This design comes from an exercise in tuning for small area, a short achievable clock period and few clock cycles on the open sky130 flow, not from production work.
At most, simulation tests tie the RTL to the original design; equivalence was not proved.
For run 2, only the layout was checked, not whether the RTL still works.

==> flow/design.v (outline; a module is shown in full before it is edited, if it fits) <==
// module Register_File: 36 lines
// module Mul_CSA: 631 lines
// module Mul_CSA2: 343 lines
// module Mips_Top: 171 lines
module Mips_Top (
  input     wire              CLK,
  input     wire              RST,
  output    wire    [31:0]    PC,
  input     wire    [31:0]    Instr,
  output    wire    [31:0]    DataAddr,
  output    wire    [31:0]    WriteData,
  output    wire              MemWrite,
  input     wire    [31:0]    ReadData);
  // ...
==> flow/flow/run.sh <==
#!/bin/bash
# The standard ORFS layout (standard.sh), in two calls:
#  1. synthesis and floorplan with no setup margin, so the floorplan's
#     timing repair (which sees no wires yet) leaves the netlist alone;
#  2. the rest, with repair_timing asked for a setup slack margin, so the
#     placed design is repaired towards a shorter achieved period.
# The design is laid out and signed off at the design's clock and
# constraints throughout.
set -euo pipefail
bash standard.sh SETUP_SLACK_MARGIN=0 floorplan > standard_floorplan.log 2>&1
bash standard.sh SETUP_SLACK_MARGIN=17.9 finish > standard.log 2>&1
==> flow/standard.sh <==
#!/bin/bash
# synth_recipe.tcl (not shown) runs the flow's synth.tcl, then flattens the netlist and writes it again
# the make line also repeats each setting of config.mk as NAME=value (left out here)
make -C /OpenROAD-flow-scripts/flow DESIGN_CONFIG=/design/flow/config.mk WORK_HOME=/design/flow/orfs CLKGATE_MAP_FILE= SYNTH_SCRIPT=/design/flow/synth_recipe.tcl "${@:-finish}"
==> flow/config.mk <==
export PLATFORM = sky130hd
export DESIGN_NAME = Mips_Top
export DESIGN_NICKNAME = Mips_Top
export VERILOG_FILES = /design/flow/design.v
export SDC_FILE = /design/flow/constraint.sdc
export NUM_CORES = 8
export LEC_CHECK = 0
export CAP_MARGIN = 20
export CORE_MARGIN = 2
export CORE_UTILIZATION = 40
export CTS_CLUSTER_DIAMETER = 100
export CTS_CLUSTER_SIZE = 25
export SLEW_MARGIN = 20
==> flow/constraint.sdc <==
create_clock -name core_clock -period 24.0 [get_ports {CLK}]
set_input_delay 4.8000 -clock core_clock [delete_from_list [all_inputs] [get_ports {CLK}]]
set_output_delay 4.8000 -clock core_clock [all_outputs]
set_load 0.01 [all_outputs]
==> results.cfg, run 1 <==
[synth]
synth_cell_types = 84
synth-edff-count = 1024
synth_common_cells = edfxtp_1, a22oi_1, xnor2_1
synthXorXnorAreaFrac_pct = 5.62

[cells_and_area]
layout_commonest_cell = edfxtp_1
postLayoutCoreUtil_pct = 46.1
num-multi-input-gates = 3810
multi_input_area_um2 = 32400
nNonClkInverters = 346
multi_input_area_share_pct = 40.0
largestClassByArea = flip-flops and latches
final_area_um2 = 81100

[worst_setup_path]
critPathTopFamily = simple AND/OR/NAND/NOR gates
slowest_stage = or4_4
required_ps = 24620
cp_max_fo = 32
critPathLaunchType = input port
worst-path-buf-inv = 2
r2r_cells = 16
crit_path_end = e_A[23]

[status]
outcome = complete, no violations

[routing]
vias = 60200
dr_wl_met3_um = 52600
antenna_left = 0
drc = 0

[clock_tree]
path_clk_slew_ps = 110
clk_latency_ps = 760
cts-buffers-inserted = 69
cts_resized = 730

[sta]
worst_pin_slew_ps = 1140
max_slew_margin_pct = 23.9
setup_viol = 0
finalWorstSetupSlack_ps = 17770

[global_routing]
grt_pass1_wl_um = 447000
grt_use_met1_pct = 43.0
use_met2_pct = 51.3

[placed_design]
io_buffers = 162

[die]
n_tap_cell = 2340
die_h_um = 425
Testbench counts, summed over its fixed seeds: cycles 35,985.
==> module Mips_Top, before the edit <==
module Mips_Top (
  input     wire              CLK,
  input     wire              RST,
  output    wire    [31:0]    PC,
  input     wire    [31:0]    Instr,
  output    wire    [31:0]    DataAddr,
  output    wire    [31:0]    WriteData,
  output    wire              MemWrite,
  input     wire    [31:0]    ReadData);
  localparam [5:0] OP_R    = 6'b000000;
  localparam [5:0] OP_ADDI = 6'b001000;
  localparam [5:0] OP_LW   = 6'b100011;
  localparam [5:0] OP_SW   = 6'b101011;
  localparam [5:0] OP_BEQ  = 6'b000100;
  localparam [5:0] OP_J    = 6'b000010;
  localparam [2:0] ALU_ADD = 3'd0;
  localparam [2:0] ALU_SUB = 3'd1;
  localparam [2:0] ALU_AND = 3'd2;
  localparam [2:0] ALU_OR  = 3'd3;
  localparam [2:0] ALU_SLT = 3'd4;
  localparam [2:0] ALU_MUL = 3'd5;
  reg  [31:0] pc_q;
  reg         e_valid;
  reg         e_we, e_lw, e_sw, e_beq, e_mul, e_imm;
  reg  [2:0]  e_op;
  reg  [4:0]  e_dst;
  reg  [15:0] e_immv;
  reg  [31:0] e_A, e_B;
  reg         e_fam, e_faw, e_fbm, e_fbw;    
  reg         m_valid;
  reg         m_we, m_lw, m_mul;
  reg  [4:0]  m_dst;
  reg  [31:0] m_alu, m_c;
  reg  [15:0] m_ah;
  reg  [16:0] m_bh;
  reg  [31:0] da_q, wd_q;
  reg         mw_q;
  reg         w_valid;
  reg  [4:0]  w_dst;
  reg  [31:0] w_data;
  wire        m_wen;           
  wire [31:0] m_res;           
  wire [31:0] rf_rd1, rf_rd2;
  Register_File U_Register_File (
    .CLK(CLK), .RST(RST),
    .RA1(Instr[25:21]), .RA2(Instr[20:16]),
    .WE(m_wen), .WA(m_dst), .WD(m_res),
    .RD1(rf_rd1), .RD2(rf_rd2));
  wire [5:0]  f_op  = Instr[31:26];
  wire [4:0]  f_rs  = Instr[25:21];
  wire [4:0]  f_rt  = Instr[20:16];
  wire [4:0]  f_rd  = Instr[15:11];
  wire [5:0]  f_fn  = Instr[5:0];
  wire f_isr    = (f_op == OP_R);
  wire f_isaddi = (f_op == OP_ADDI);
  wire f_islw   = (f_op == OP_LW);
  wire f_issw   = (f_op == OP_SW);
  wire f_isbeq  = (f_op == OP_BEQ);
  wire f_isj    = (f_op == OP_J);
  wire [5:0] f_blo = {1'b0, pc_q[6:2]} + 6'd1 + {1'b0, Instr[4:0]};
  wire f_isbu   = f_isbeq & (f_rs == f_rt) & (Instr[15:5] == 11'd0) & ~f_blo[5];
  wire f_isbc   = f_isbeq & ~f_isbu;
  wire f_use_rs = f_isr | f_isaddi | f_islw | f_issw | f_isbc;
  reg  [2:0] f_aluop;
  always @(*) begin
    f_aluop = ALU_ADD;
    if (f_isr) begin
      case (f_fn)
        6'b100010: f_aluop = ALU_SUB;
        6'b100100: f_aluop = ALU_AND;
        6'b100101: f_aluop = ALU_OR;
        6'b101010: f_aluop = ALU_SLT;
        6'b011100: f_aluop = ALU_MUL;
        default:   f_aluop = ALU_ADD;
      endcase
    end
  end
  wire e_late  = e_valid & (e_lw | e_mul);
  wire f_may_rt = (f_op[5] & f_op[3]) | (~f_op[5] & ~f_op[3] & ~f_op[1]);
  wire f_stall  = e_late & ((f_rs == e_dst) | (f_may_rt & (f_rt == e_dst)));
  wire [31:0] srcA = e_fam ? m_alu : e_faw ? w_data : e_A;
  wire [31:0] rtv  = e_fbm ? m_alu : e_fbw ? w_data : e_B;
  wire [31:0] sext = {{16{e_immv[15]}}, e_immv};
  wire [31:0] srcB = e_imm ? sext : rtv;
  wire        is_sub = (e_op == ALU_SUB) | (e_op == ALU_SLT);
  wire [32:0] sum    = {1'b0, srcA} + {1'b0, is_sub ? ~srcB : srcB} + {32'd0, is_sub};
  wire        ltu    = ~sum[32];
  wire [31:0] mul_s, mul_c;
  Mul_CSA U_Mul_CSA (.A(srcA), .B(rtv[15:0]), .S(mul_s), .C(mul_c));
  reg  [31:0] alu;
  always @(*) begin
    case (e_op)
      ALU_AND: alu = srcA & srcB;
      ALU_OR:  alu = srcA | srcB;
      ALU_SLT: alu = {31'd0, ltu};
      ALU_MUL: alu = mul_s;
      default: alu = sum[31:0];
    endcase
  end
  wire        e_taken = e_valid & e_beq & (srcA == rtv);
  wire [29:0] e_tgt   = pc_q[31:2] + {{14{e_immv[15]}}, e_immv};
  wire [31:0] mul_s2, mul_c2;
  Mul_CSA2 U_Mul_CSA2 (.S(m_alu), .C(m_c), .A(m_ah), .B(m_bh), .S2(mul_s2), .C2(mul_c2));
  wire [31:0] mulres = mul_s2 + mul_c2;
  assign m_res = m_lw ? ReadData : (m_mul ? mulres : m_alu);
  assign m_wen = m_valid & m_we;
  assign PC        = pc_q;
  assign DataAddr  = da_q;
  assign WriteData = wd_q;
  assign MemWrite  = mw_q;
  wire [31:0] pc4   = pc_q + 32'd4;
  wire [29:0] f_btg   = {pc4[31:7], f_blo[4:0]};
  wire        s_e  = RST & e_taken;
  wire        s_h  = RST & ~e_taken & f_stall;
  wire        s_j  = RST & ~e_taken & ~f_stall & f_isj;
  wire        s_b  = RST & ~e_taken & ~f_stall & f_isbu;
  wire        s_s  = RST & ~e_taken & ~f_stall & ~f_isj & ~f_isbu;
  wire [31:0] pc_n = ({32{s_e}} & {e_tgt, 2'b00}) |
                     ({32{s_h}} & pc_q) |
                     ({32{s_j}} & {pc4[31:28], Instr[25:0], 2'b00}) |
                     ({32{s_b}} & {f_btg, 2'b00}) |
                     ({32{s_s}} & pc4);
  always @(posedge CLK) begin
    pc_q <= pc_n;
  end
  always @(posedge CLK or negedge RST) begin
    if (!RST) begin
      e_valid <= 1'b0;
      m_valid <= 1'b0;
      w_valid <= 1'b0;
      m_lw    <= 1'b0;
      m_mul   <= 1'b0;
      m_alu   <= 32'd0;
      mw_q    <= 1'b0;
    end else begin
      e_valid <= ~e_taken & ~f_stall & f_use_rs;
      m_valid <= e_valid;
      w_valid <= m_wen;
      m_lw    <= e_lw;
      m_mul   <= e_mul;
      m_alu   <= alu;
      mw_q    <= e_valid & e_sw;
    end
  end
  always @(posedge CLK) begin
    e_we   <= f_isr | f_isaddi | f_islw;
    e_lw   <= f_islw;
    e_sw   <= f_issw;
    e_beq  <= f_isbc;
    e_mul  <= f_isr & (f_fn == 6'b011100);
    e_imm  <= f_isaddi | f_islw | f_issw;
    e_op   <= f_aluop;
    e_dst  <= f_isr ? f_rd : f_rt;
    e_immv <= Instr[15:0];
    e_A    <= rf_rd1;
    e_B    <= rf_rd2;
    e_fam  <= e_valid & e_we & ~e_lw & ~e_mul & (f_rs == e_dst);
    e_fbm  <= e_valid & e_we & ~e_lw & ~e_mul & (f_rt == e_dst);
    e_faw  <= m_wen & (f_rs == m_dst);
    e_fbw  <= m_wen & (f_rt == m_dst);
    m_we   <= e_we;
    m_dst  <= e_dst;
    m_c    <= mul_c;
    m_ah   <= srcA[15:0];
    m_bh   <= rtv[31:15];
    da_q   <= sum[31:0];
    wd_q   <= rtv;
    w_dst  <= m_dst;
    w_data <= m_res;
  end
endmodule
==> run 2: changes to the inputs <==
--- a/flow/design.v
+++ b/flow/design.v
@@ -1044,5 +1044,5 @@
   reg  [15:0] m_ah;
   reg  [16:0] m_bh;
-  reg  [31:0] da_q, wd_q;
+  reg  [31:0] wd_q;
   reg         mw_q;
   reg         w_valid;
@@ -1116,5 +1116,5 @@
   assign m_wen = m_valid & m_we;
   assign PC        = pc_q;
-  assign DataAddr  = da_q;
+  assign DataAddr  = m_alu;      
   assign WriteData = wd_q;
   assign MemWrite  = mw_q;
@@ -1174,5 +1174,4 @@
     m_ah   <= srcA[15:0];
     m_bh   <= rtv[31:15];
-    da_q   <= sum[31:0];
     wd_q   <= rtv;
     w_dst  <= m_dst;
==> run 2 against run 1 <==
  * First-iteration DRC count increased by 2.1%
  * Flip-flop and latch count down 32
  * Non-clock buffer count up 140
  * Utilization rose by 1.6 points
  * Register-to-register slack worse by 50 ps
  * Global-route usage grew 0.42 points
  * Synthesized area down 0.84%
  * Clock skew increased by 12 ps
  * Wire length rose by 3.2%
  * Critical endpoint is now DataAddr[4]
  * Largest cell class unchanged
==> results.cfg, run 2 <==
[routing]
drt-initial-drc-count = 11500
routed_via_density = 7.13
vias = 61300
firstDrtPassIters = 12
wire_per_inst_um = 40.1
routed_wl_um = 345000
drc = 0
antenna_left = 0

[worst_setup_path]
critPathLaunchType = flip-flop
slowest_stage = dfrtp_2
endpoint_kind = output port
cpPeakStageDelay_ps = 530
required_ps = 19200
critPathArrivalTime_ps = 1420
path_class = flip-flop to output port
cp_max_fo = 2
worst-path-buf-inv = 1
critPathTopFamily = flip-flops
path_cells = buf_6

[die]
io_pins = 163
core_area_um2 = 174000
dieArea_um2 = 179000
row_count = 153
die_h_um = 423
die_w_um = 423
initial_utilization_pct = 40.3

[placed_design]
io_buffers = 162
dp_hpwl_um = 188000
gp_congestion = 0.975

[clock_tree]
path_clk_slew_ps = 100
htreeDepth = 3
cts-buffers-inserted = 67
cts.sinks = 1307
cts_tree = done
clk_latency_ps = 750
cts_root_buffer = clkbuf_16
ctsHoldBuffers = 0
clockBufferDepth = 3

[cells_and_area]
largest_reg_flops = 1024
final_cell_mix = edfxtp_1, a22oi_1, xnor2_1, inv_1, a22o_1
area_growth_pct = 18.3
final_nets = 6597
regMostFlops = U_Register_File.rf
drive_gt1_share_pct = 18.5
layout_commonest_cell = edfxtp_1

[synth]
synth.top_cells.by_area = edfxtp_1, a22oi_1, dfxtp_1
ys_ff_latch = 1307
yosysMostFrequentCell = edfxtp_1
synth_common_cells = edfxtp_1, a22oi_1, xnor2_1
ys.flop_type = edfxtp_1
synth-edff-count = 1024
synth_cell_types = 93
synthSimpleGateAreaFrac_pct = 7.17
synth_nets = 6290
synth_top_cell_by_area = edfxtp_1
synth-compound-area-share_pct = 19.7
synthXorXnorAreaFrac_pct = 5.82
netlist_area_um2 = 70200
seq_area_frac_synth_pct = 52.2
synth_top_family_by_area = compound AO/OA/AOI/OAI gates
yosys_warnings = 3
yosys.area.top_type_share_pct = 43.8
synth_fa_ha_area_share_pct = 8.86
netlist_instances = 5869
synth_mux_area_share_pct = 2.25
syn_avg_cell_area_um2 = 12.0
synth-async-reset-ratio_pct = 2.83

[sta]
max_slew_margin_pct = 22.1
tns_ps = 0
slew_violations = 0
skew_ps = 66.6
timing.fmax_mhz = 161
rsz0062_at_grt = true
fin_crit_sh_pct = 25.9
hold_viol = 0
setup_viol = 0
whs_ps = 348
layout_min_cycle_time_ps = 6220
worst_pin_slew_ps = 1170

[job]
max-cap-violations = 0

[global_routing]
grtUsageTotal_pct = 35.7
grt-ovfl-total = 0
grt_pass1_wl_um = 450000
grt_pass1_vias = 56900
grt_antenna_before_repair = 23
grt_max_degree = 66

[status]
outcome = complete, no violations

[hold_path]
hp-class = flip-flop to flip-flop
==> run 2: worst paths after layout <==
check | to | depth (start not counted) | start | slack [ps]
max in group asynchronous | m_lw | 3 | RST | 19070
worst min register to register | m_lw | 0 | e_lw | 350
min in group asynchronous | m_alu[5] | 2 | RST | 4240
worst min-delay path | m_lw | 0 | e_lw | 350
worst max-delay path | DataAddr[4] | 1 | m_alu[4] | 17780
worst max register to register | U_Register_File.rf[21][31] | 24 | wd_q[16] | 17970
==> run 2: layout make-up <==
type,instances,area (um2)
Antenna cell,39,97.6
Timing Repair Buffer,631,6810
Fill cell,15200,91000
Clock inverter,17,268
Multi-Input combinational cell,3831,33000
Sequential cell,1307,36800
Clock buffer,103,1840
Inverter,338,1270
Tap cell,2325,2910
==> run 2: logic make-up after synthesis <==
| kind of cell | Yosys count |
|---|---|
| buffers and inverters | 733 |
| DFF | 1307 |
| AOI/OAI and AO/OA | 1875 |
| muxes | 139 |
| xor gates and xnor gates | 466 |
| and+or+nand+nor | 965 |
| adders and majority gates | 384 |
==> run 2: repair_timing <==
item,in CTS,in global routing
buffers inserted,152,79
gates cloned,10,33
pin swaps,31,64
gates resized for setup,854,241
setup endpoints to repair,1230,728
==> run 2: stage by stage <==
| stage | worst slack (ps) | std cells | instance area [um2] | utilization (%) |
|---|---|---|---|---|
| CTS | 17760 | 8440 | 80400 | 46.2 |
| global route | 17770 | 8552 | 82900 | 47.7 |
| global placement | 15760 | 8157 | 75800 | 43.5 |
| floorplan | 16970 | 5869 | 70200 | - |
| detailed placement | 15700 | 8158 | 75800 | 43.6 |
| finish | 17780 | 8591 | 83000 | 47.7 |
==> run 2: routing by layer <==
| metal | track usage (%) | routed length, um | vias up |
|---|---|---|---|
| li1 | - | - | 23500 |
| met1 | 42.3 | 113000 | 29700 |
| met2 | 53.3 | 144000 | 6107 |
| met3 | 13.7 | 53000 | 2005 |
| met4 | 25.3 | 34200 | 14 |
| met5 | 0.457 | 504 | - |
==> run 3: changes to the inputs <==
--- a/flow/design.v
+++ b/flow/design.v
@@ -1044,5 +1044,5 @@
   reg  [15:0] m_ah;
   reg  [16:0] m_bh;
-  reg  [31:0] wd_q;
+  reg  [31:0] da_q, wd_q;
   reg         mw_q;
   reg         w_valid;
@@ -1116,5 +1116,5 @@
   assign m_wen = m_valid & m_we;
   assign PC        = pc_q;
-  assign DataAddr  = m_alu;      
+  assign DataAddr  = da_q;
   assign WriteData = wd_q;
   assign MemWrite  = mw_q;
@@ -1173,5 +1173,6 @@
     m_c    <= mul_c;
     m_ah   <= srcA[15:0];
-    m_bh   <= rtv[31:15];
+    m_bh   <= srcB[31:15];      
+    da_q   <= sum[31:0];
     wd_q   <= rtv;
     w_dst  <= m_dst;
==> flow/run.sh (new file) <==
#!/bin/bash
# synth_recipe.tcl (not shown) runs the flow's synth.tcl, then flattens the netlist and writes it again
# the make line also repeats each setting of config.mk as NAME=value (left out here)
make -C /OpenROAD-flow-scripts/flow DESIGN_CONFIG=/design/flow/config.mk WORK_HOME=/design/flow/orfs CLKGATE_MAP_FILE= SYNTH_SCRIPT=/design/flow/synth_recipe.tcl finish
removed: flow/flow/run.sh
removed: flow/standard.sh
==> run 3 against run 2 <==
  * Still clean on timing, DRC and antenna
  * Die area up 1.5%
  * Cell count decreased by 2.6%
  * Critical path type is now input port to flip-flop
==> results.cfg, run 3 <==
[die]
initial_utilization_pct = 40.4
row_count = 154
io_pins = 163
die_h_um = 426
dieArea_um2 = 182000
die_w_um = 426
core_area_um2 = 176000

[synth]
synth_top_cell_by_area = edfxtp_1
synth-async-reset-ratio_pct = 2.73
ys.flop_type = edfxtp_1
yosys.area.top_type_share_pct = 43.2
seq_area_frac_synth_pct = 52.7
synth_nets = 6347
syn_avg_cell_area_um2 = 12.0
netlist_area_um2 = 71200
yosysMostFrequentCell = edfxtp_1
synth_cell_types = 92
synth-edff-count = 1024
synth.top_cells.by_area = edfxtp_1, dfxtp_1, a22oi_1
yosys_warnings = 3
netlist_instances = 5926
synth_common_cells = edfxtp_1, a22oi_1, xnor2_1
ys_ff_latch = 1356

[routing]
drt-initial-drc-count = 11400
routed_wl_um = 329000
drc = 0
vias = 59100
routed_via_density = 7.06
antenna_left = 0
firstDrtPassIters = 14
wire_per_inst_um = 39.3

[clock_tree]
cts_tree = done
cts_setup_buffers = 0
ctsHoldBuffers = 0
clockBufferDepth = 3
path_clk_slew_ps = 110
cts.sinks = 1356
cts_resized = 0
cts-buffers-inserted = 69
htreeDepth = 3
clk_latency_ps = 780
cts_root_buffer = clkbuf_16

[sta]
finalWorstSetupSlack_ps = 16370
fin_crit_sh_pct = 31.8
hold_viol = 0
tns_ps = 0
max_slew_margin_pct = 21.0
setup_viol = 0
rsz0062_at_grt = false
layout_min_cycle_time_ps = 7630
skew_ps = 63.2
timing.fmax_mhz = 131
worst_pin_slew_ps = 1180
whs_ps = 355
slew_violations = 0

[worst_setup_path]
worst-path-buf-inv = 2
cpPeakStageDelay_ps = 960
regToRegSetupSlack_ps = 17630
critPathArrivalTime_ps = 8340
cp_max_fo = 18
critPathTopFamily = simple AND/OR/NAND/NOR gates
required_ps = 24710
path_cells = clkdlybuf4s50_1, nand3b_1, nor2_4, buf_4, a22o_1, a221oi_1, nand4_1, or3_1
endpoint_kind = flip-flop
slowest_stage = clkdlybuf4s50_1
critPathLaunchType = input port
path_class = input port to flip-flop

[cells_and_area]
final_cell_mix = edfxtp_1, a22oi_1, xnor2_1, inv_1, a22o_1
drive_gt1_share_pct = 8.82
final_cells = 8368
area_growth_pct = 11.0
layout_commonest_cell = edfxtp_1
final_nets = 6383
regMostFlops = U_Register_File.rf
largest_reg_flops = 1024
multi_input_area_um2 = 32000
regArea_um2 = 37600
nFillCells = 16300

[job]
max-cap-violations = 0

[placed_design]
pre_cts_slack_ps = 15720
io_buffers = 162
gp_congestion = 0.980
dp_hpwl_um = 193000
placed_cells_incl_taps = 8231

[global_routing]
grt_pass1_vias = 55900
grt-ovfl-total = 0
grt_max_degree = 67
grtUsageTotal_pct = 35.4
grt_pass1_wl_um = 449000
grt_antenna_before_repair = 21

[hold_path]
hp-class = flip-flop to flip-flop

[status]
outcome = complete, no violations
-- run 3: cell types whose count changed in the layout (fill, tap and decap cells not counted), moves of 30 or more --
cell,previous run,this run
clkdlybuf4s50_1,32,161
buf_4,304,195
dfxtp_1,185,290
a221oi_1,127,217
buf_12,75,0
a221oi_2,70,0
buf_6,68,0
buf_2,61,0
dfxtp_4,41,0
a211oi_1,16,47
dfrtp_1,5,35
dfrtp_2,31,1
-- run 3: final cells by class --
class	count	area share, %
Sequential cell	1356	47.5
Antenna cell	11	0.0348
Inverter	341	1.62
Timing Repair Buffer	356	3.89
Tap cell	2340	3.70
Clock inverter	18	0.405
Multi-Input combinational cell	3838	40.4
Clock buffer	108	2.38
-- run 3: kinds of logic after synthesis --
kind of cell	share of synthesized area (%)
AOI/OAI and AO/OA	19.8
xor gates and xnor gates	5.49
adders and majority gates	8.74
buffers and inverters	4.01
DFF	52.7
muxes	2.21
and+or+nand+nor	7.03
-- run 3: per-layer routing --
| metal | wire length, um | GRT usage, % | up-vias | share of wire [%] |
|---|---|---|---|---|
| li1 | - | - | 23100 | - |
| met1 | 115000 | 43.9 | 28800 | 35 |
| met2 | 136000 | 52.0 | 5561 | 41 |
| met3 | 48000 | 12.5 | 1621 | 15 |
| met4 | 30600 | 23.7 | 8 | 9.3 |
| met5 | 73 | 0 | - | 0.022 |
-- run 3: worst paths after layout --
path / from / endpoint / depth (start not counted)
setup / recovery: Instr[25] / e_A[15] / 8
hold / removal: e_lw / m_lw / 0
setup reg to reg: m_bh[6] / U_Register_File.rf[28][27] / 19
hold reg to reg: e_lw / m_lw / 0
max in group asynchronous: RST / m_lw / 2
min in group asynchronous: RST / mw_q / 1
-- run 3: per-stage QoR --
stage          utilization, %  cell area, um2
2_1_floorplan               -           71200
3_3_place_gp             43.5           76800
3_5_place_dp             43.5           76800
4_1_cts                  44.8           79000
5_1_grt                  44.8           79100
6_report                 44.8           79100
Testbench counts of run 3, summed over its fixed seeds: cycles 35,985.
==> run 4: changes to the inputs <==
--- a/flow/design.v
+++ b/flow/design.v
@@ -1173,5 +1173,5 @@
     m_c    <= mul_c;
     m_ah   <= srcA[15:0];
-    m_bh   <= srcB[31:15];      
+    m_bh   <= rtv[31:15];
     da_q   <= sum[31:0];
     wd_q   <= rtv;
==> run 4 against run 3 <==
  * Design area shrank 0.71%
  * Utilization shrank 0.17 points
  * Largest cell class unchanged
==> results.cfg, run 4 <==
[clock_tree]
cts_root_buffer = clkbuf_16
cts.sinks = 1339
clockBufferDepth = 3
ctsHoldBuffers = 0
clk_latency_ps = 760
cts_resized = 0
path_clk_slew_ps = 100
cts_tree = done
htreeDepth = 3
cts-buffers-inserted = 69
cts_setup_buffers = 0

[worst_setup_path]
cp_max_fo = 21
worst-path-buf-inv = 2
cpPeakStageDelay_ps = 840
r2r_cells = 16
crit_path_end = e_B[18]
required_ps = 24700
regToRegSetupSlack_ps = 17220
path_class = input port to flip-flop
startpoint = Instr[16]
reg2reg_to = U_Register_File.rf[27][29]
endpoint_kind = flip-flop
critPathLaunchType = input port
rr_startpoint = wd_q[16]
worst-path-stages = 8
critPathTopFamily = simple AND/OR/NAND/NOR gates
slowest_stage = clkdlybuf4s50_1
path_cells = clkdlybuf4s50_1, nand2b_1, nor2_4, buf_4, a22o_1, a221oi_1, nand4_1, or3_1
critPathArrivalTime_ps = 8290

[sta]
slew_violations = 0
fin_crit_sh_pct = 31.6
skew_ps = 53.0
whs_ps = 373
max_slew_margin_pct = 14.5
setup_viol = 0
layout_min_cycle_time_ps = 7590
tns_ps = 0
worst_pin_slew_ps = 1250
hold_viol = 0
rsz0062_at_grt = false
timing.fmax_mhz = 132

[global_routing]
grt_antenna_before_repair = 11
grt_pass1_vias = 55200
grt_max_degree = 66
grtUsageTotal_pct = 34.6
grt-ovfl-total = 0
grt_pass1_wl_um = 439000

[synth]
ys.flop_type = edfxtp_1
netlist_area_um2 = 70800
synth-async-reset-ratio_pct = 2.76
seq_area_frac_synth_pct = 52.6
yosys_warnings = 3
synth.top_cells.by_area = edfxtp_1, dfxtp_1, a22oi_1
synth_common_cells = edfxtp_1, a22oi_1, xnor2_1
synthSimpleGateAreaFrac_pct = 6.79
synth_fa_ha_area_share_pct = 8.82
synth_top_cell_by_area = edfxtp_1
netlist_instances = 5888
synth_mux_area_share_pct = 2.07
yosys.area.top_type_share_pct = 43.5
ys_ff_latch = 1339
synth_nets = 6309
synth-edff-count = 1024
yosysMostFrequentCell = edfxtp_1
syn_avg_cell_area_um2 = 12.0
synth_top_family_by_area = compound AO/OA/AOI/OAI gates
synth_cell_types = 84
synthXorXnorAreaFrac_pct = 5.62
synth-compound-area-share_pct = 20.0

[die]
die_w_um = 425
dieArea_um2 = 180000
die_h_um = 425
row_count = 154
io_pins = 163
initial_utilization_pct = 40.2
core_area_um2 = 176000

[cells_and_area]
area_growth_pct = 11.0
nFillCells = 16000
multi_input_area_um2 = 31800
drive_gt1_share_pct = 8.64
final_cell_mix = edfxtp_1, a22oi_1, xnor2_1, inv_1, a22o_1
regArea_um2 = 37300
final_nets = 6340
largest_reg_flops = 1024
regMostFlops = U_Register_File.rf
layout_commonest_cell = edfxtp_1

[routing]
routed_via_density = 7.07
drt-initial-drc-count = 10700
firstDrtPassIters = 13
drc = 0
antenna_left = 0
wire_per_inst_um = 38.7
vias = 58800
routed_wl_um = 322000

[placed_design]
io_buffers = 162
dp_hpwl_um = 187000
gp_congestion = 0.992

[job]
max-cap-violations = 0

[hold_path]
hp-class = flip-flop to flip-flop

[status]
outcome = complete, no violations
==> run 4: cell types whose count changed after synthesis, moves of 8 or more <==
cell | before | now
xor2_1 | 74 | 94
a21o_1 | 38 | 48
nand2_1 | 187 | 161
dfxtp_1 | 295 | 278
a211oi_1 | 47 | 37
a221oi_1 | 217 | 226
nand2b_1 | 20 | 29
xnor2_1 | 373 | 360
a22oi_1 | 699 | 691
==> run 4: area by class of cell <==
cell class / instances / share of cell area (%)
clock inverters: 15 / 0.330
diodes: 9 / 0.0287
repair buffers: 358 / 3.96
inverters: 346 / 1.65
flip-flops and latches: 1339 / 47.4
multi-input cells: 3805 / 40.5
clock buffers: 110 / 2.39
well taps: 2340 / 3.73
==> run 4: how the worst min path moves through the flow <==
stage                     startpoint    to  slack, ps  depth (start not counted)
after floorplan                 e_we  m_we        330                          0
after global placement          e_lw  m_lw        360                          0
after detailed placement        e_lw  m_lw        360                          0
after CTS                       e_lw  m_lw        370                          0
after global routing            e_lw  m_lw        390                          0
final                           e_lw  m_lw        370                          0
==> run 4: per-stage QoR <==
stage	instance area [um2]	util, %	instances	setup WS [ps]
finish	78500	44.6	8322	16410
global placement	76300	43.4	8187	15910
detailed placement	76300	43.4	8187	15820
global route	78500	44.6	8313	16410
CTS	78400	44.6	8312	16600
floorplan	70800	-	5888	17050
==> run 4: layer usage <==
layer  part of all wire (%)  wire length [um]  GRT usage (%)  vias to the layer above
li1                       -                 -              -                    23000
met1                     35            112000           43.1                    28800
met2                     41            133000           50.4                     5485
met3                     15             48200           12.9                     1613
met4                    8.9             28700           22.5                       10
met5                  0.028                89          0.106                        -
==> run 4: kinds of logic (layout without fill, tap and decap cells) <==
| logic type | after synthesis | count (layout) |
|---|---|---|
| DFF | 1339 | 1339 |
| and+or+nand+nor | 928 | 928 |
| adders and majority gates | 386 | 386 |
| AOI/OAI and AO/OA | 1902 | 1902 |
| muxes | 135 | 135 |
| other | 0 | 9 |
| xor gates and xnor gates | 454 | 454 |
| buffers and inverters | 744 | 829 |
Testbench counts of run 4, summed over its fixed seeds: cycles 35,985.

## port drivers added, routing unchanged
In the flow no input, the clock included, has a driving cell. The finished layouts below were timed again as built, in two steps.
Step 1, drivers: a clkbuf_16 drives CLK and a buf_2 each remaining input, both assumed.
Step 2 moves the port delays by t, midway between the first and last clock arrival at a register: inputs arrive t later, outputs are due t later. That takes back most of the time a late clock gives input paths.
Three values: ideal ports, drivers, drivers and shift; two values: the first two.
| run | shift t [ns] | setup slack, ns | hold WS [ns] |
|---|---|---|---|
| run 1 | 0.810 | 17.772 / 17.816 / 17.006 | 0.400 / 0.400 / 0.400 |
| run 2 | 0.807 | 17.780 / 17.689 / 16.950 | 0.348 / 0.348 / 0.348 |
| run 3 | 0.831 | 16.367 / 16.420 / 15.590 | 0.355 / 0.355 / 0.355 |
| run 4 | 0.808 | 16.409 / 16.464 / 15.656 | 0.373 / 0.373 / 0.373 |
After both steps every run listed still meets setup and hold. The setup slack of run 2, which loses most, moves by -0.091 ns with the drivers and by -0.830 ns with both steps.
